Context: an optimization exercise on an open-source flow, tuned for small area, a short achievable clock period and few clock cycles per item. The choices shown serve that exercise and are no tape-out recipe. Function was checked by simulation only, so behaviour that the tests miss may differ from the original. Power is estimated from default activity; no workload was simulated.

[run.sh]
#!/bin/bash
# synth_recipe.tcl (not shown) runs the flow's synth.tcl, then flattens the netlist and writes it again
# the make line also repeats each setting of config.mk as NAME=value (left out here)
make -C /OpenROAD-flow-scripts/flow DESIGN_CONFIG=/design/flow/config.mk WORK_HOME=/design/flow/orfs CLKGATE_MAP_FILE= SYNTH_SCRIPT=/design/flow/synth_recipe.tcl finish
[config.mk]
export PLATFORM = sky130hd
export DESIGN_NAME = JAM
export DESIGN_NICKNAME = JAM
export VERILOG_FILES = /design/flow/design.v
export SDC_FILE = /design/flow/constraint.sdc
export NUM_CORES = 4
export LEC_CHECK = 0
export ABC_CLOCK_PERIOD_IN_PS = 2500
export CAP_MARGIN = 20
export CORE_MARGIN = 2
export CORE_UTILIZATION = 40
export SETUP_SLACK_MARGIN = 1.0
export SLEW_MARGIN = 20
[constraint.sdc]
create_clock -name core_clock -period 4.0 [get_ports {CLK}]
set_input_delay 0.8000 -clock core_clock [delete_from_list [all_inputs] [get_ports {CLK}]]
set_output_delay 0.8000 -clock core_clock [all_outputs]
set_load 0.01 [all_outputs]
[design.v]
module JAM (
    input CLK,
    input RST,
    output reg [2:0] W,
    output reg [2:0] J,
    input [6:0] Cost,
    output reg [3:0] MatchCount,
    output reg [9:0] MinCost,
    output reg Valid );
localparam [2:0] S_SCAN = 3'd0,   
                 S_WAIT = 3'd1,   
                 S_DEC  = 3'd2,   
                 S_A0   = 3'd3,   
                 S_ADJ  = 3'd4,   
                 S_DFS  = 3'd5,   
                 S_DONE = 3'd6;
localparam [1:0] T_NONE = 2'd0, T_SCAN = 2'd1, T_ADJ = 2'd2, T_A0 = 2'd3;
reg [2:0]  cs;
reg [1:0]  dcnt;
reg        fix;           
reg        adj_end;
reg        aug;           
reg [7:0]  wv   [0:7];    
reg [7:0]  mv   [0:7];    
reg [3:0]  way  [0:7];    
reg [2:0]  p    [0:7];    
reg [7:0]  mt;            
reg [7:0]  used;
reg [2:0]  row;           
reg [3:0]  j0;            
reg [6:0]  dl;            
reg [9:0]  pre;           
reg [9:0]  base;          
reg [7:0]  best;
reg [2:0]  j1;
reg [2:0]  jj;            
reg [1:0]  r_tag;
reg [6:0]  r_cost;
reg [7:0]  r_w;
reg [7:0]  r_m;
reg        r_u;
reg [2:0]  r_col;
reg [2:0]  r_row;
reg [1:0]  s1_tag;
reg [9:0]  s1_cb;
reg [7:0]  s1_w;
reg [7:0]  s1_m;
reg [2:0]  s1_col;
reg [2:0]  s1_row;
reg [1:0]  s2_tag;
reg [9:0]  s2_x;
reg [7:0]  s2_m;
reg [2:0]  s2_col;
reg [2:0]  s2_row;
reg        n_val;
reg [7:0]  nmv;
reg [2:0]  n_col;
reg [9:0]  rmin;
reg [7:0]  arow;
reg [2:0]  lvl;
reg [7:0]  dused;
reg [7:0]  rem;
reg [2:0]  cst [0:4];
reg [2:0]  pm;
reg        pmv;
integer q;
function [3:0] next_free;
  input [7:0] u;
  input [3:0] from;
  integer n;
  begin
    next_free = 4'd8;
    for (n = 7; n >= 0; n = n - 1)
      if (!u[n] && n >= from) next_free = n;
  end
endfunction
function [2:0] lowest;
  input [7:0] m;
  integer n;
  begin
    lowest = 3'd0;
    for (n = 7; n >= 0; n = n - 1)
      if (m[n]) lowest = n;
  end
endfunction
function [2:0] perm3;
  input [7:0] r5, r6, r7, f;
  reg [7:0] e1, e3, e2;
  reg a1, a2, a3, b1, b2, b3, c1, c2, c3;
  integer n;
  begin
    e1 = f & (~f + 8'd1);
    e3 = 8'd0;
    for (n = 0; n < 8; n = n + 1)
      if (f[n]) e3 = 8'd1 << n;
    e2 = f & ~e1 & ~e3;
    a1 = |(r5 & e1); a2 = |(r5 & e2); a3 = |(r5 & e3);
    b1 = |(r6 & e1); b2 = |(r6 & e2); b3 = |(r6 & e3);
    c1 = |(r7 & e1); c2 = |(r7 & e2); c3 = |(r7 & e3);
    perm3 = {2'b00, a1 & b2 & c3} + {2'b00, a1 & b3 & c2} + {2'b00, a2 & b1 & c3}
          + {2'b00, a2 & b3 & c1} + {2'b00, a3 & b1 & c2} + {2'b00, a3 & b2 & c1};
  end
endfunction
wire [3:0]  nf_scan  = next_free(fix ? 8'd0 : used, {1'b0, J} + 4'd1);
wire [3:0]  nf_first = next_free(used, 4'd0);
wire [7:0]  wnew = r_u ? r_w + {1'b0, dl} - r_m : r_w;
wire [7:0]  xsat = (|s2_x[9:7]) ? 8'hff : {1'b0, s2_x[6:0]};
wire        xlt  = j0[3] | (xsat < s2_m);
wire [2:0]  dj      = lowest(rem);
wire [7:0]  dused_d = dused | (8'd1 << dj);
wire [2:0]  cprev   = cst[lvl - 3'd1];
wire [7:0]  dused_b = dused & ~(8'd1 << cprev);
wire [7:0]  gtmask  = 8'hfe << cprev;
always @(posedge CLK or posedge RST) begin
  if (RST) begin
    cs <= S_SCAN;
    dcnt <= 2'd0;
    W <= 3'd0;
    J <= 3'd0;
    row <= 3'd0;
    j0 <= 4'd8;
    used <= 8'd0;
    mt <= 8'd0;
    dl <= 7'd0;
    base <= 10'd0;
    best <= 8'hff;
    fix <= 1'b1;
    aug <= 1'b0;
    adj_end <= 1'b0;
    r_tag <= T_NONE;
    s1_tag <= T_NONE;
    s2_tag <= T_NONE;
    n_val <= 1'b0;
    pmv <= 1'b0;
    MinCost <= 10'd0;
    MatchCount <= 4'd0;
    Valid <= 1'b0;
    for (q = 0; q < 8; q = q + 1)
      wv[q] <= 8'd0;
  end else begin
    r_tag <= T_NONE;
    r_cost <= Cost;
    r_w <= wv[J];
    r_m <= mv[J];
    r_u <= fix & used[J];
    r_col <= J;
    r_row <= W;
    s1_tag <= r_tag;
    s1_cb <= {3'd0, r_cost} + base;
    s1_w <= wnew;
    s1_m <= r_m;
    s1_col <= r_col;
    s1_row <= r_row;
    if (r_tag != T_NONE && r_u) wv[r_col] <= wnew;
    if (r_tag == T_A0) base <= pre - {3'd0, r_cost};
    s2_tag <= s1_tag;
    s2_x <= s1_cb + {2'd0, s1_w};
    s2_m <= s1_m;
    s2_col <= s1_col;
    s2_row <= s1_row;
    n_val <= 1'b0;
    nmv <= xlt ? xsat : s2_m;
    n_col <= s2_col;
    if (s2_tag == T_SCAN) begin
      n_val <= 1'b1;
      if (xlt) mv[s2_col] <= xsat;
      if (!j0[3] && xlt) way[s2_col] <= j0;
    end
    if (s2_tag == T_ADJ) begin
      if (s2_col == 3'd0 || s2_x < rmin) begin
        rmin <= s2_x;
        arow <= 8'd1 << s2_col;
      end else if (s2_x == rmin)
        arow <= arow | (8'd1 << s2_col);
      if (s2_col == 3'd7)
        mv[s2_row] <= (s2_x < rmin) ? (8'd1 << s2_col) :
                      (s2_x == rmin) ? (arow | (8'd1 << s2_col)) : arow;
    end
    if (n_val && nmv < best) begin
      best <= nmv;
      j1 <= n_col;
    end
    if (aug) begin
      if (way[jj][3]) begin
        p[jj] <= row;
        row <= row + 3'd1;
        MinCost <= MinCost + {3'd0, dl};
        aug <= 1'b0;
      end else begin
        p[jj] <= p[way[jj][2:0]];
        jj <= way[jj][2:0];
      end
    end
    pmv <= 1'b0;
    if (pmv) MatchCount <= MatchCount + {1'b0, pm};
    case (cs)
      S_SCAN: begin
        r_tag <= T_SCAN;
        if (nf_scan[3]) begin
          dcnt <= 2'd0;
          cs <= S_WAIT;
        end else
          J <= nf_scan[2:0];
      end
      S_WAIT: begin
        dcnt <= dcnt + 2'd1;
        if (dcnt == 2'd3) begin
          if (adj_end) begin
            lvl <= 3'd0;
            dused <= 8'd0;
            rem <= mv[0];
            MatchCount <= 4'd0;
            cs <= S_DFS;
          end else
            cs <= S_DEC;
        end
      end
      S_DEC: begin
        best <= 8'hff;
        dl <= best[6:0];
        fix <= 1'b0;
        if (j0[3]) begin
          for (q = 0; q < 8; q = q + 1)
            way[q] <= 4'd8;
        end
        if (mt[j1]) begin
          used <= (fix ? 8'd0 : used) | (8'd1 << j1);
          j0 <= {1'b0, j1};
          W <= p[j1];
          J <= j1;
          cs <= S_A0;
        end else begin
          if (fix) used <= 8'd0;
          mt[j1] <= 1'b1;
          jj <= j1;
          aug <= 1'b1;
          fix <= 1'b1;
          j0 <= 4'd8;
          base <= 10'd0;
          J <= 3'd0;
          if (row == 3'd7) begin
            W <= 3'd0;
            cs <= S_ADJ;
          end else begin
            W <= row + 3'd1;
            cs <= S_SCAN;
          end
        end
      end
      S_A0: begin
        r_tag <= T_A0;
        pre <= {3'd0, dl} - {2'd0, wv[j0[2:0]]};
        J <= nf_first[2:0];
        cs <= S_SCAN;
      end
      S_ADJ: begin
        r_tag <= T_ADJ;
        J <= J + 3'd1;
        if (J == 3'd7) begin
          W <= W + 3'd1;
          fix <= 1'b0;
          if (W == 3'd7) begin
            adj_end <= 1'b1;
            dcnt <= 2'd0;
            cs <= S_WAIT;
          end
        end
      end
      S_DFS: begin
        if (lvl == 3'd5) begin
          pm <= perm3(mv[5], mv[6], mv[7], ~dused);
          pmv <= 1'b1;
        end
        if (lvl != 3'd5 && rem != 8'd0) begin
          cst[lvl] <= dj;
          dused <= dused_d;
          rem <= mv[lvl + 3'd1] & ~dused_d;
          lvl <= lvl + 3'd1;
        end else if (lvl == 3'd0) begin
          Valid <= 1'b1;
          cs <= S_DONE;
        end else begin
          dused <= dused_b;
          rem <= mv[lvl - 3'd1] & ~dused_b & gtmask;
          lvl <= lvl - 3'd1;
        end
      end
      default: ;
    endcase
  end
end
endmodule
==> results of run 1 <==
-- final cells by class --
type	instances	area (µm²)
Clock buffer	60	1340
Inverter	126	497
Tap cell	837	1050
Fill cell	5341	30900
Timing Repair Buffer	223	2080
Clock inverter	31	298
Multi-Input combinational cell	1694	13000
Sequential cell	436	12400
-- stage by stage --
stage	hold WS [ns]	total power [mW]	cell area, µm²
after global placement	0.332	17.2	26400
after floorplan	0.331	14.1	25000
after detailed placement	0.335	17.5	26400
final	0.349	24.1	30700
after CTS	0.349	23.0	28900
after global routing	0.351	25.5	30700
-- sequential cells by signal (all words and copies together), names as in the netlist, 9 cells and up --
name / flops
pre: 9
s1_cb: 10
way: 32
s2_x: 10
rmin: 10
mv: 64
MinCost: 10
base: 10
wv: 64
cst: 15
p: 24
-- how the worst max path moves through the flow --
stage / start / endpoint / slack [ns] / depth (start not counted)
after global placement: dused[3] / pm[1] / 0.40 / 11
final: dused[3] / pm[1] / 0.58 / 11
after floorplan: RST / jj[0] / -2.56 / 1
after CTS: dused[5] / pm[1] / 0.60 / 11
after detailed placement: dused[5] / pm[1] / 0.43 / 11
after global routing: dused[5] / pm[1] / 0.46 / 13
-- Yosys cell counts, drive strengths merged (19+ instances only) --
library cell    n
a211oi         83
a21o           35
a21oi         174
a221oi         25
a222oi         40
a22o           26
a22oi          29
a31oi          19
and3           25
buf            30
clkbuf        115
dfrtp         139
edfxtp        287
ha             98
inv           121
mux2           62
mux2i          34
nand2         208
nand2b         22
nand3          46
nor2          205
nor2b          40
nor3          147
o211ai         29
o21ai         116
xnor2          31
-- placed cells by master (no fill, tap or decap), types with 26 or more instances in the layout --
cell | Yosys | layout
sky130_fd_sc_hd__buf_4 | 1 | 149
sky130_fd_sc_hd__edfxtp_1 | 287 | 287
sky130_fd_sc_hd__a21oi_1 | 174 | 148
sky130_fd_sc_hd__clkdlybuf4s50_1 | 0 | 29
sky130_fd_sc_hd__nor2b_1 | 40 | 36
sky130_fd_sc_hd__nand3_1 | 46 | 37
sky130_fd_sc_hd__nor3_4 | 1 | 26
sky130_fd_sc_hd__nor2_1 | 204 | 196
sky130_fd_sc_hd__mux2i_1 | 32 | 31
sky130_fd_sc_hd__a22o_1 | 26 | 26
sky130_fd_sc_hd__nand2_1 | 206 | 177
sky130_fd_sc_hd__mux2_2 | 62 | 49
sky130_fd_sc_hd__a222oi_1 | 40 | 40
sky130_fd_sc_hd__clkbuf_16 | 0 | 52
sky130_fd_sc_hd__nor3_1 | 145 | 57
sky130_fd_sc_hd__xnor2_1 | 30 | 29
sky130_fd_sc_hd__a22oi_1 | 29 | 29
sky130_fd_sc_hd__o211ai_1 | 28 | 28
sky130_fd_sc_hd__o21ai_0 | 106 | 91
sky130_fd_sc_hd__nor3_2 | 1 | 64
sky130_fd_sc_hd__inv_1 | 118 | 114
sky130_fd_sc_hd__a21o_1 | 35 | 35
sky130_fd_sc_hd__ha_1 | 98 | 91
sky130_fd_sc_hd__dfrtp_1 | 139 | 136
sky130_fd_sc_hd__a211oi_1 | 83 | 55
-- kinds of logic after synthesis --
group,share of synthesized area
and+or+nand+nor,0.140
DFF,0.498
xor gates and xnor gates,0.0175
adders and majority gates,0.0623
buffers and inverters,0.0431
AOI/OAI and AO/OA,0.185
muxes,0.0537
-- power by group --
part           internal (mW)  switching (mW)  total [mW]  leakage (nW)
registers               6.58            1.23        7.81          4.56
clock network           2.66            1.96        4.62         0.811
logic                   4.94            6.68        11.6          6.29
-- routing by layer --
metal  track usage  vias to the layer above  part of all wire
li1              -                     9293                 -
met5             0                        -                 0
met1         0.326                    10100              0.42
met4        0.0849                        0             0.035
met3        0.0329                      204             0.080
met2         0.378                      955              0.46
-- worst max-delay path, delay by kind of cell, from the launching register on --
kind	cells	cell delay (ns)
DFF	1	0.46
and+or+nand+nor	2	0.30
adders and majority gates	4	1.60
AOI/OAI and AO/OA	5	0.81
-- timing repair --
action / CTS / global route
gates resized for setup: 96 / 280
endpoints found under the setup margin: 137 / 168
buffers inserted: 55 / 44
gates cloned: 3 / 3
pin swaps: 23 / 112
==> impl_summary.log, run 1 <==
[metrics] R2R setup slack: just under 0.6 ns
[metrics] Worst slew margin: 0.236
[metrics] maxcap violations: 0
[metrics] NumNets Final: around 2700
[metrics] Cells after Synth: between 2000 and 2500
[metrics] largest net degree at the start of global routing: ~110
[metrics] Arr. time, crit path: 3.77 ns
[metrics] total of hold buffers inserted after clock tree synthesis: 0
[metrics] reg2reg end: pm[1]
[metrics] iteration count of the initial detailed-routing pass: 9
[metrics] core occupancy in the finished layout: 0.498
[metrics] Max Buffers Root-to-Sink: 3
[metrics] part of the cycle the worst path needs: 0.856
[metrics] DRC violation total after the first TritonRoute iteration: ~2400
[metrics] Detail Route Antenna Nets: 0
[metrics] critical hold path startpoint: s1_tag[1]
[metrics] EDFF count, synth: around 290
[metrics] nature of the critical path endpoint: flop
[metrics] Die Area: about 0.064 mm²
[metrics] Slowest cell on crit path: sky130_fd_sc_hd__fa_1
[metrics] Async SR Flop Fraction: 0.342
[metrics] net count after synthesis: between 2000 and 3000
[metrics] initial antenna violation count: 0
[metrics] number of max-slew violations in the final report: 0
[metrics] half-perimeter wire length after detailed placement: about 53000 µm
[metrics] endpoints failing setup: 0
[metrics] highest cell delay on the worst timing path: roughly 0.56 ns
[metrics] layout cells sized above 1: 0.250
[metrics] number of top-level pins: 30
[metrics] portion of synthesized cell area occupied by the leading cell type: 0.347
[metrics] count of unique library cells instantiated by Yosys: ~90
[metrics] total power divided by cell area: 784 mW/mm²
[metrics] final critical-path setup slack: between 0.5 and 0.6 ns
[metrics] number of standard cells in the layout, taps in and fillers out: about 3400
[metrics] unrepaired setup endpoints after global routing: yes
[metrics] series of cell instances along the critical path: and3_4 -> a211oi_4 -> a22o_1 -> a221oi_1 -> o21ai_1 -> a21oi_2 -> nor3_2 -> fa_1 -> fa_1 -> ha_4 -> fa_2
[metrics] Num CTS Buffers: 49
[metrics] area of the core: slightly above 0.06 mm²
[metrics] worst slack after detailed placement: about 0.43 ns
[metrics] Final GP Congestion: a little over 0.9
[metrics] CP required: around 4.3 ns
[metrics] # port buffers: 29
[metrics] via density per instance: about 6.0
[metrics] Post-Synthesis Mean Instance Area: 10.4 µm²
[metrics] total vias in the final route: 20500
[metrics] setup_tns: 0 ns
[metrics] maximum clock frequency: a little under 300 MHz
[metrics] Peak VDD IR: just over 700 µV
[metrics] transition time at the pin with the least slew margin: between 1 and 1.5 ns
[metrics] number of global-route vias before repair: roughly 20000
[metrics] worst setup path category: reg2reg
[metrics] final worst clock skew: between 0.03 and 0.04 ns
[metrics] outcome: complete, no violations
[metrics] starting utilization of the core area: 0.403
[metrics] global router's overall resource usage: 0.235
[metrics] startpoint of the worst-slack reg-to-reg timing path: dused[3]
[metrics] die extent in y: approximately 250 µm
[metrics] destination of the worst hold path: s2_tag[1]
[metrics] largest fanout on the critical path: 6
[metrics] Hold Crit Class: reg2reg
[metrics] number of cells on the worst hold path: 0
[metrics] synth-to-layout area growth: 23.4%
[metrics] TritonCTS clock tree: yes
[metrics] number of sinks handled by clock tree synthesis: between 400 and 500
[metrics] number of register bits inferred by synthesis: between 400 and 500
[metrics] wire per inst: roughly 23 µm
[metrics] cell repeated most along the worst path: sky130_fd_sc_hd__fa_1
[metrics] Main synth FF type: sky130_fd_sc_hd__edfxtp_1
[metrics] total global routing overflow: 0
[metrics] number of warning messages in the yosys log: 6
[metrics] wire length reported by the detailed router: a little under 80000 µm
[metrics] Worst-path clk slew: ~0.060 ns
[metrics] diodes inserted: 0
[metrics] die width: about 250 µm
[metrics] total standard cell area after synthesis: ~0.025 mm²
[metrics] clock tree root driver cell: sky130_fd_sc_hd__clkbuf_16
[metrics] synth top area cells: sky130_fd_sc_hd__edfxtp_1, sky130_fd_sc_hd__dfrtp_1, sky130_fd_sc_hd__ha_1
[metrics] number of cells after detailed placement: around 3200
[metrics] wire length of the first global-routing pass: around 120000 µm
[metrics] depth of the most critical reg-to-reg path: 11
[metrics] clock period minus worst slack: 3.42 ns
[metrics] endpoints failing hold: 0
[metrics] clock latency reported for the late side of the worst-skew pair: just over 0.6 ns
[metrics] P_leak: around 12 nW
[metrics] Worst setup SP type: flop
[metrics] number of DRC violations after detailed routing: 0
[metrics] cell type with the highest aggregate area in the netlist: sky130_fd_sc_hd__edfxtp_1
[metrics] post-synthesis sequential area ratio: 0.498
[metrics] number of cell rows: approximately 90
[metrics] maximum level of the CTS H-tree: 2
Testbench counts, summed over its fixed seeds: cycles 6,555, tables 18.
==> run 2, diff against run 1 <==
--- a/config.mk
+++ b/config.mk
@@ -7,3 +7,2 @@
 export LEC_CHECK = 0
-export ABC_CLOCK_PERIOD_IN_PS = 2500
 export CAP_MARGIN = 20
@@ -11,3 +10,3 @@
 export CORE_UTILIZATION = 40
-export SETUP_SLACK_MARGIN = 1.0
+export SETUP_SLACK_MARGIN = 1.5
 export SLEW_MARGIN = 20
==> impl_summary.log, run 2 <==
[metrics] outcome: complete, no violations
[metrics] Num CTS Buffers: 50 (+2.0%)
[metrics] startpoint of the worst-slack reg-to-reg timing path: dused[7]
[metrics] EDFF count, synth: 287 (unchanged)
[metrics] NumNets Final: 2767 (+4.3%)
[metrics] final worst clock skew: 0.0354 ns (+0.00336 ns)
[metrics] most common cell in the netlist: sky130_fd_sc_hd__edfxtp_1
[metrics] area of all placed cells without fillers: 0.0333 mm² (+8.5%)
[metrics] clock period minus worst slack: 3.45 ns (+0.0298 ns)
[metrics] net count after synthesis: 2522 (unchanged)
[metrics] number of top-level pins: 30 (unchanged)
[metrics] transition time at the pin with the least slew margin: 1.07 ns (-0.0417 ns)
[metrics] iteration count of the initial detailed-routing pass: 9 (unchanged)
[metrics] most frequent cells in the layout: sky130_fd_sc_hd__edfxtp_1, sky130_fd_sc_hd__buf_4, sky130_fd_sc_hd__nor2_1
[metrics] die width: 253 µm (unchanged)
[metrics] area of the core: 0.0616 mm² (unchanged)
[metrics] endpoints failing hold: 0 (unchanged)
[metrics] number of cells on the worst hold path: 0 (unchanged)
[metrics] series of cell instances along the critical path: and3_4 -> and3_4 -> a211oi_4 -> a221oi_2 -> o21ai_1 -> a21oi_2 -> nor3_2 -> fa_1 -> fa_1 -> ha_4 -> fa_2
[metrics] launching element of the worst setup path: dused[7]
[metrics] endpoints failing setup: 0 (unchanged)
[metrics] total of hold buffers inserted after clock tree synthesis: 0 (unchanged)
[metrics] largest fanout on the critical path: 4 (-2)
[metrics] number of fillers in the final layout: 5056 (-5.3%)
[metrics] Hold Crit Class: reg2reg
[metrics] maxcap violations: 0 (unchanged)
[metrics] total global routing overflow: 0 (unchanged)
[metrics] Worst slew margin: 0.265 (+0.0286)
[metrics] Main synth FF type: sky130_fd_sc_hd__edfxtp_1
[metrics] largest net degree at the start of global routing: 79 (-28%)
[metrics] total vias in the final route: 21500 (+4.9%)
[metrics] unrepaired setup endpoints after global routing: yes
[metrics] number of DRC violations after detailed routing: 0 (unchanged)
[metrics] placed standard-cell area: 0.0271 mm² (+2.6%)
[metrics] most used standard cells in the synthesized netlist: sky130_fd_sc_hd__edfxtp_1, sky130_fd_sc_hd__nand2_1, sky130_fd_sc_hd__nor2_1
[metrics] post-synthesis sequential area ratio: 0.498 (unchanged)
[metrics] number of cells after detailed placement: 3217 (+0.19%)
[metrics] via density per instance: 6.12 (+1.5%)
[metrics] Cells after Synth: 2399 (unchanged)
[metrics] CP required: 4.35 ns (about the same)
[metrics] number of standard cells in the layout, taps in and fillers out: 3523 (+3.4%)
[metrics] clock tree root driver cell: sky130_fd_sc_hd__clkbuf_16
[metrics] nature of the critical path endpoint: flop
[metrics] TritonCTS clock tree: yes
[metrics] wire length reported by the detailed router: 83600 µm (+7.9%)
[metrics] Arr. time, crit path: 3.80 ns (+0.03 ns)
[metrics] fraction of met1 tracks used by global routing: 0.349 (+0.0230)
[metrics] number of cell rows: 91 (unchanged)
[metrics] wire length of the first global-routing pass: 124000 µm (+6.5%)
[metrics] number of register bits inferred by synthesis: 436 (unchanged)
[metrics] Post-Synthesis Mean Instance Area: 10.4 µm² (unchanged)
[metrics] Worst-path clk slew: 0.06 ns (about the same)
[metrics] starting utilization of the core area: 0.403 (unchanged)
[metrics] part of the cycle the worst path needs: 0.863 (+0.00746)
[metrics] maximum clock frequency: 290 MHz (-0.86%)
[metrics] layout cells sized above 1: 0.343 (+0.0931)
[metrics] worst slack after detailed placement: 0.356 ns (-0.0789 ns)
[metrics] Peak VDD IR: 658 µV (-8.8%)
[metrics] registers with the highest flip-flop counts: mv x64, wv x64, way x32
[metrics] total power divided by cell area: 820 mW/mm² (+4.6%)
[metrics] Die Area: 0.0641 mm² (unchanged)
[metrics] highest cell delay on the worst timing path: 0.54 ns (-0.02 ns)
[metrics] initial antenna violation count: 0 (unchanged)
[metrics] count of unique library cells instantiated by Yosys: 89 (unchanged)
[metrics] number of sinks handled by clock tree synthesis: 436 (unchanged)
[metrics] total standard cell area after synthesis: 0.0248 mm² (unchanged)
[metrics] DRC violation total after the first TritonRoute iteration: 2396 (-1.5%)
[metrics] P_leak: 12.6 nW (+8.3%)
[metrics] wire per inst: 23.7 µm (+4.3%)
[metrics] synth top area cells: sky130_fd_sc_hd__edfxtp_1, sky130_fd_sc_hd__dfrtp_1, sky130_fd_sc_hd__ha_1
[metrics] maximum level of the CTS H-tree: 2 (unchanged)
[metrics] Detail Route Antenna Nets: 0 (unchanged)
[metrics] half-perimeter wire length after detailed placement: 53700 µm (+2.1%)
[metrics] global router's overall resource usage: 0.252 (+0.0162)
[metrics] portion of synthesized cell area occupied by the leading cell type: 0.347 (unchanged)
[metrics] Async SR Flop Fraction: 0.342 (unchanged)
[metrics] global-route met2 utilization: 0.402 (+0.0247)
[metrics] core occupancy in the finished layout: 0.540 (+0.0426)
[metrics] die extent in y: 253 µm (unchanged)
[metrics] number of warning messages in the yosys log: 6 (unchanged)
[metrics] final critical-path setup slack: 0.547 ns (-0.0298 ns)
[metrics] number of max-slew violations in the final report: 0 (unchanged)
[metrics] Final GP Congestion: 0.916 (+0.14%)
[metrics] # port buffers: 29 (unchanged)
[metrics] synth-to-layout area growth: 34.0%
[metrics] most frequent standard cell in the layout excluding fill and tap cells: sky130_fd_sc_hd__edfxtp_1
[metrics] cell type with the highest aggregate area in the netlist: sky130_fd_sc_hd__edfxtp_1
[metrics] critical hold path startpoint: s1_tag[1]
[metrics] worst setup path category: reg2reg
[metrics] Max Buffers Root-to-Sink: 3 (unchanged)
[metrics] Worst setup SP type: flop
[metrics] met3 track utilization from global routing: 0.0397 (+0.00678)
[metrics] depth of the most critical reg-to-reg path: 11 (unchanged)
[metrics] diodes inserted: 0 (unchanged)
[metrics] number of global-route vias before repair: 20600 (+5.0%)
[metrics] Slowest cell on crit path: sky130_fd_sc_hd__fa_1
[metrics] clock latency reported for the late side of the worst-skew pair: 0.62 ns (about the same)
[metrics] Top Usage Layer GRT: met2
-- run 2: changes by cell type in the layout (fill, tap and decap cells not counted), moves of 15 or more --
| cell | previous run | this run |
|---|---|---|
| sky130_fd_sc_hd__buf_12 | 13 | 28 |
| sky130_fd_sc_hd__a21oi_1 | 148 | 133 |
| sky130_fd_sc_hd__nand3_1 | 37 | 21 |
| sky130_fd_sc_hd__buf_6 | 25 | 60 |
| sky130_fd_sc_hd__buf_4 | 149 | 201 |
| sky130_fd_sc_hd__o21ai_2 | 6 | 21 |
| sky130_fd_sc_hd__o21ai_0 | 91 | 73 |
| sky130_fd_sc_hd__nor3_1 | 57 | 38 |
-- run 2: layout make-up --
cell class                 instances  area [µm²]  share of cell area
tap                              837        1050              0.0315
timing repair buffer             333        3350               0.101
clock inverter                    29         317             0.00951
clock buffer                      65        1360              0.0408
multi-input combinational       1697       14300               0.430
inverter                         126         514              0.0155
sequential                       436       12400               0.372
-- run 2: worst paths after layout --
| path | end | slack, ns |
|---|---|---|
| min in group asynchronous | pmv | 0.72 |
| hold reg to reg | s2_tag[1] | 0.36 |
| setup / recovery | pm[1] | 0.55 |
| max in group asynchronous | wv[5][3] | 1.90 |
| hold / removal | s2_tag[1] | 0.36 |
| setup reg to reg | pm[1] | 0.55 |
-- run 2: per-layer routing --
layer,vias to the layer above,share of wire
met3,234,0.080
met2,1088,0.47
li1,9511,-
met4,0,0.036
met1,10700,0.42
met5,-,0
-- run 2: cells by family after synthesis --
group                      Yosys count  synth area share
AOI/OAI and AO/OA                  675             0.185
xor gates and xnor gates            48            0.0175
adders and majority gates          114            0.0623
buffers and inverters              271            0.0431
DFF                                436             0.498
muxes                              108            0.0537
and+or+nand+nor                    747             0.140
-- run 2: where the power goes --
group          total, mW  internal (mW)  switching [mW]
Combinational       14.7           6.75            8.00
Sequential          7.82           6.59            1.23
Clock               4.73           2.78            1.95
Total               27.3           16.1            11.2
-- run 2: stage by stage --
step / hold slack, ns / setup TNS (ns) / total power [mW]
final: 0.361 / 0 / 27.3
after global routing: 0.371 / 0 / 28.7
after CTS: 0.363 / 0 / 25.5
after detailed placement: 0.336 / 0 / 17.9
after global placement: 0.332 / 0 / 17.7
after floorplan: 0.331 / -713.04 / 14.6
-- run 2: critical path: cells and delay by family (launching register included) --
kind / cells / cell delay (ns)
fa+ha+maj: 4 / 1.54
simple gates: 3 / 0.68
compound gates: 4 / 0.52
flops: 1 / 0.45
-- run 2: what timing repair did --
item / CTS / global route
resized for setup: 324 / 270
pin swaps: 97 / 100
endpoints found under the hold margin: 0 / 0
setup endpoints to repair: 260 / 279
setup buffers: 129 / 67
gates cloned: 10 / 6
==> run 3, diff against run 2 <==
--- a/config.mk
+++ b/config.mk
@@ -10,3 +10,2 @@
 export CORE_UTILIZATION = 40
-export SETUP_SLACK_MARGIN = 1.5
 export SLEW_MARGIN = 20
==> impl_summary.log, run 3 <==
[metrics] outcome: complete, no violations
[metrics] post-synthesis sequential area ratio: 0.498 (unchanged)
[metrics] wire length of the first global-routing pass: 113000 µm (-9.4%)
[metrics] final worst clock skew: 0.0293 ns (-0.00614 ns)
[metrics] registers with the highest flip-flop counts: mv x64, wv x64, way x32
[metrics] nature of the critical path endpoint: flop
[metrics] Peak VDD IR: 437 µV (-34%)
[metrics] Max Buffers Root-to-Sink: 3 (unchanged)
[metrics] total vias in the final route: 19800 (-8.3%)
[metrics] layout cells sized above 1: 0.121 (-0.221)
[metrics] most frequent cells in the layout: sky130_fd_sc_hd__edfxtp_1, sky130_fd_sc_hd__nand2_1, sky130_fd_sc_hd__nor2_1
[metrics] Final GP Congestion: 0.926 (+1.0%)
[metrics] count of unique library cells instantiated by Yosys: 89 (unchanged)
[metrics] total global routing overflow: 0 (unchanged)
[metrics] DRC violation total after the first TritonRoute iteration: 2123 (-11%)
[metrics] synth-to-layout area growth: 12.6%
[metrics] area of all placed cells without fillers: 0.0280 mm² (-16%)
[metrics] P_leak: 10.8 nW (-15%)
[metrics] Worst slew margin: 0.324 (+0.0594)
[metrics] Worst-path clk slew: 0.06 ns (about the same)
[metrics] maxcap violations: 0 (unchanged)
[metrics] placed standard-cell area: 0.0264 mm² (-2.7%)
[metrics] area of the core: 0.0616 mm² (unchanged)
[metrics] Switch Pwr: 8.96 mW (-20%)
[metrics] part of the cycle the worst path needs: 0.948 (+0.0848)
[metrics] Detail Route Antenna Nets: 0 (unchanged)
[metrics] die width: 253 µm (unchanged)
[metrics] number of DRC violations after detailed routing: 0 (unchanged)
[metrics] synth top area cells: sky130_fd_sc_hd__edfxtp_1, sky130_fd_sc_hd__dfrtp_1, sky130_fd_sc_hd__ha_1
[metrics] unrepaired setup endpoints after global routing: no
[metrics] setup_tns: 0 ns (unchanged)
[metrics] wire length reported by the detailed router: 72600 µm (-13%)
[metrics] portion of total power attributed to combinational logic: 0.443 (-0.097)
[metrics] clock network power share: 0.203 (+0.030)
[metrics] endpoints failing setup: 0 (unchanged)
[metrics] iteration count of the initial detailed-routing pass: 7 (-2)
[metrics] net count after synthesis: 2522 (unchanged)
[metrics] clock period minus worst slack: 3.79 ns (+0.339 ns)
[metrics] Num CTS Buffers: 49 (-2.0%)
[metrics] starting utilization of the core area: 0.403 (unchanged)
[metrics] total standard cell area after synthesis: 0.0248 mm² (unchanged)
[metrics] maximum level of the CTS H-tree: 2 (unchanged)
[metrics] critical hold path startpoint: s1_tag[1]
[metrics] die extent in y: 253 µm (unchanged)
[metrics] number of top-level pins: 30 (unchanged)
[metrics] portion of synthesized cell area occupied by the leading cell type: 0.347 (unchanged)
[metrics] TritonCTS clock tree: yes
[metrics] NumNets Final: 2555 (-7.7%)
[metrics] clock tree root driver cell: sky130_fd_sc_hd__clkbuf_16
[metrics] endpoints failing hold: 0 (unchanged)
[metrics] most frequent standard cell in the layout excluding fill and tap cells: sky130_fd_sc_hd__edfxtp_1
[metrics] largest net degree at the start of global routing: 87 (+10%)
[metrics] total of hold buffers inserted after clock tree synthesis: 0 (unchanged)
[metrics] total power divided by cell area: 787 mW/mm² (-4.0%)
[metrics] clock latency reported for the late side of the worst-skew pair: 0.60 ns (-0.02 ns)
[metrics] EDFF count, synth: 287 (unchanged)
[metrics] startpoint of the worst-slack reg-to-reg timing path: dused[0]
[metrics] R2R setup slack: 0.21 ns (-0.34 ns)
[metrics] reg2reg end: pm[1]
[metrics] maximum clock frequency: 264 MHz (-8.9%)
[metrics] initial antenna violation count: 2 (+2)
[metrics] Worst setup SP type: flop
[metrics] largest fanout on the critical path: 5 (+1)
[metrics] # port buffers: 29 (unchanged)
[metrics] most used standard cells in the synthesized netlist: sky130_fd_sc_hd__edfxtp_1, sky130_fd_sc_hd__nand2_1, sky130_fd_sc_hd__nor2_1
[metrics] Setup crit end: pm[1]
[metrics] hold slack final: 0.362 ns (+0.000390 ns)
[metrics] power consumption: 22.0 mW (-19%)
[metrics] number of standard cells in the layout, taps in and fillers out: 3308 (-6.1%)
[metrics] Cells after Synth: 2399 (unchanged)
[metrics] number of cells after detailed placement: 3218 (+0.031%)
[metrics] internal power of the cells: 13.0 mW (-19%)
[metrics] launching element of the worst setup path: dused[0]
[metrics] depth of the most critical reg-to-reg path: 11 (unchanged)
[metrics] number of global-route vias before repair: 19200 (-7.0%)
[metrics] half-perimeter wire length after detailed placement: 52300 µm (-2.6%)
[metrics] number of cell rows: 91 (unchanged)
[metrics] number of max-slew violations in the final report: 0 (unchanged)
[metrics] number of register bits inferred by synthesis: 436 (unchanged)
[metrics] cell type with the highest aggregate area in the netlist: sky130_fd_sc_hd__edfxtp_1
[metrics] most common cell in the netlist: sky130_fd_sc_hd__edfxtp_1
[metrics] Die Area: 0.0641 mm² (unchanged)
[metrics] switching power share of the total: 0.407 (-0.00220)
[metrics] worst setup path category: reg2reg
[metrics] via density per instance: 5.97 (-2.3%)
[metrics] transition time at the pin with the least slew margin: 1.01 ns (-0.0606 ns)
[metrics] Hold Crit Class: reg2reg
[metrics] wire per inst: 21.9 µm (-7.6%)
[metrics] number of sinks handled by clock tree synthesis: 436 (unchanged)
[metrics] Main synth FF type: sky130_fd_sc_hd__edfxtp_1
[metrics] CP required: 4.35 ns (about the same)
[metrics] register share of total power: 0.354 (+0.068)
[metrics] number of warning messages in the yosys log: 6 (unchanged)
[metrics] global router's overall resource usage: 0.226 (-0.0252)
[metrics] Post-Synthesis Mean Instance Area: 10.4 µm² (unchanged)
[metrics] Async SR Flop Fraction: 0.342 (unchanged)
[metrics] Arr. time, crit path: 4.14 ns (+0.34 ns)
## run 3: power by group through the flow
| stage | clock [mW] | sequential [mW] | combinational [mW] |
|---|---|---|---|
| final | 4.47 | 7.79 | 9.74 |
| after floorplan | 0 | 7.33 | 6.70 |
| after global routing | 4.73 | 7.94 | 10.8 |
| after detailed placement | 0 | 7.84 | 9.58 |
| after global placement | 0 | 7.81 | 9.38 |
| after CTS | 4.56 | 7.77 | 9.65 |
## run 3: critical path, cell delays in order, from the launching register on
cell,delay (ns)
sky130_fd_sc_hd__edfxtp_1,0.38
sky130_fd_sc_hd__and3_1,0.25
sky130_fd_sc_hd__and3_1,0.25
sky130_fd_sc_hd__a211oi_1,0.41
sky130_fd_sc_hd__a221oi_1,0.16
sky130_fd_sc_hd__o21ai_0,0.12
sky130_fd_sc_hd__a21oi_1,0.08
sky130_fd_sc_hd__nor3_1,0.27
sky130_fd_sc_hd__fa_1,0.48
sky130_fd_sc_hd__fa_1,0.49
sky130_fd_sc_hd__ha_1,0.22
sky130_fd_sc_hd__fa_1,0.43
## run 3: final cells by class
cell class	instances	area, µm²
fillers	5710	33600
flip-flops and latches	436	12400
multi-input cells	1692	11400
clock buffers	66	1370
repair buffers	127	1050
well taps	837	1050
inverters	126	477
clock inverters	23	215
diodes	1	2.50
## run 3: kinds of logic (layout without fill, tap and decap cells)
logic type / Yosys count / after routing / share of synthesized area
AND/OR/NAND/NOR: 747 / 747 / 0.140
other: 0 / 1 / 0
multiplexers: 108 / 108 / 0.0537
AO/OA/AOI/OAI: 675 / 675 / 0.185
flip-flops: 436 / 436 / 0.498
buffers and inverters: 271 / 342 / 0.0431
adder cells (fa/ha/maj): 114 / 114 / 0.0623
XOR/XNOR: 48 / 48 / 0.0175
## run 3: worst min path at each step
stage / end / slack (ns) / depth (start not counted)
finish: s2_tag[1] / 0.36 / 0
detailed placement: s2_tag[1] / 0.34 / 0
global placement: s2_tag[0] / 0.33 / 0
global route: s2_tag[1] / 0.38 / 0
CTS: s2_tag[1] / 0.37 / 0
floorplan: s2_tag[0] / 0.33 / 0
## run 3: metal layers
layer  vias up  global-route usage  wire [µm]
li1       9087                   -          -
met1      9675               0.314      31700
met2       828               0.358      33100
met3       165              0.0369       5450
met4         2              0.0832       2310
met5         -                   0         10
## run 3: through the flow
step | worst slack, ns | util
finish | 0.208 | 0.454
global route | 0.0205 | 0.454
CTS | 0.198 | 0.454
detailed placement | 0.201 | 0.428
global placement | 0.294 | 0.428
floorplan | -2.56 | -
## run 3: timing repair
item | 4_1_cts | 5_1_grt
endpoints found under the setup margin | 0 | 2
endpoints found under the hold margin | 0 | 0
setup buffers | 0 | 0
resized for setup | 0 | 1

[re-timing with driven ports]
How much do the figures lean on ideal ports? The routed layouts below were timed once more, with nothing changed but the port constraints. Step 1 sets driving cells, clkbuf_16 on the clock port and buf_2 on the other inputs (assumed; they add their load-dependent delay and slew). Step 2 also shifts input and output timing later by t, the mid clock arrival at the registers, as if the neighbouring blocks saw the same clock. Three values: no drivers, after step 1, after step 2; two values: the first two.
run	t (ns)	setup WS [ns]	hold WS [ns]	slew at the worst register clock pin (ns)
run 1	0.658	0.577 / 0.577 / 0.577	0.349 / 0.349 / 0.349	0.07 / 0.07
run 2	0.657	0.547 / 0.547 / 0.547	0.361 / 0.361 / 0.361	0.06 / 0.06
run 3	0.649	0.208 / 0.208 / 0.208	0.362 / 0.362 / 0.362	0.07 / 0.07
After both steps every run listed still meets setup and hold.
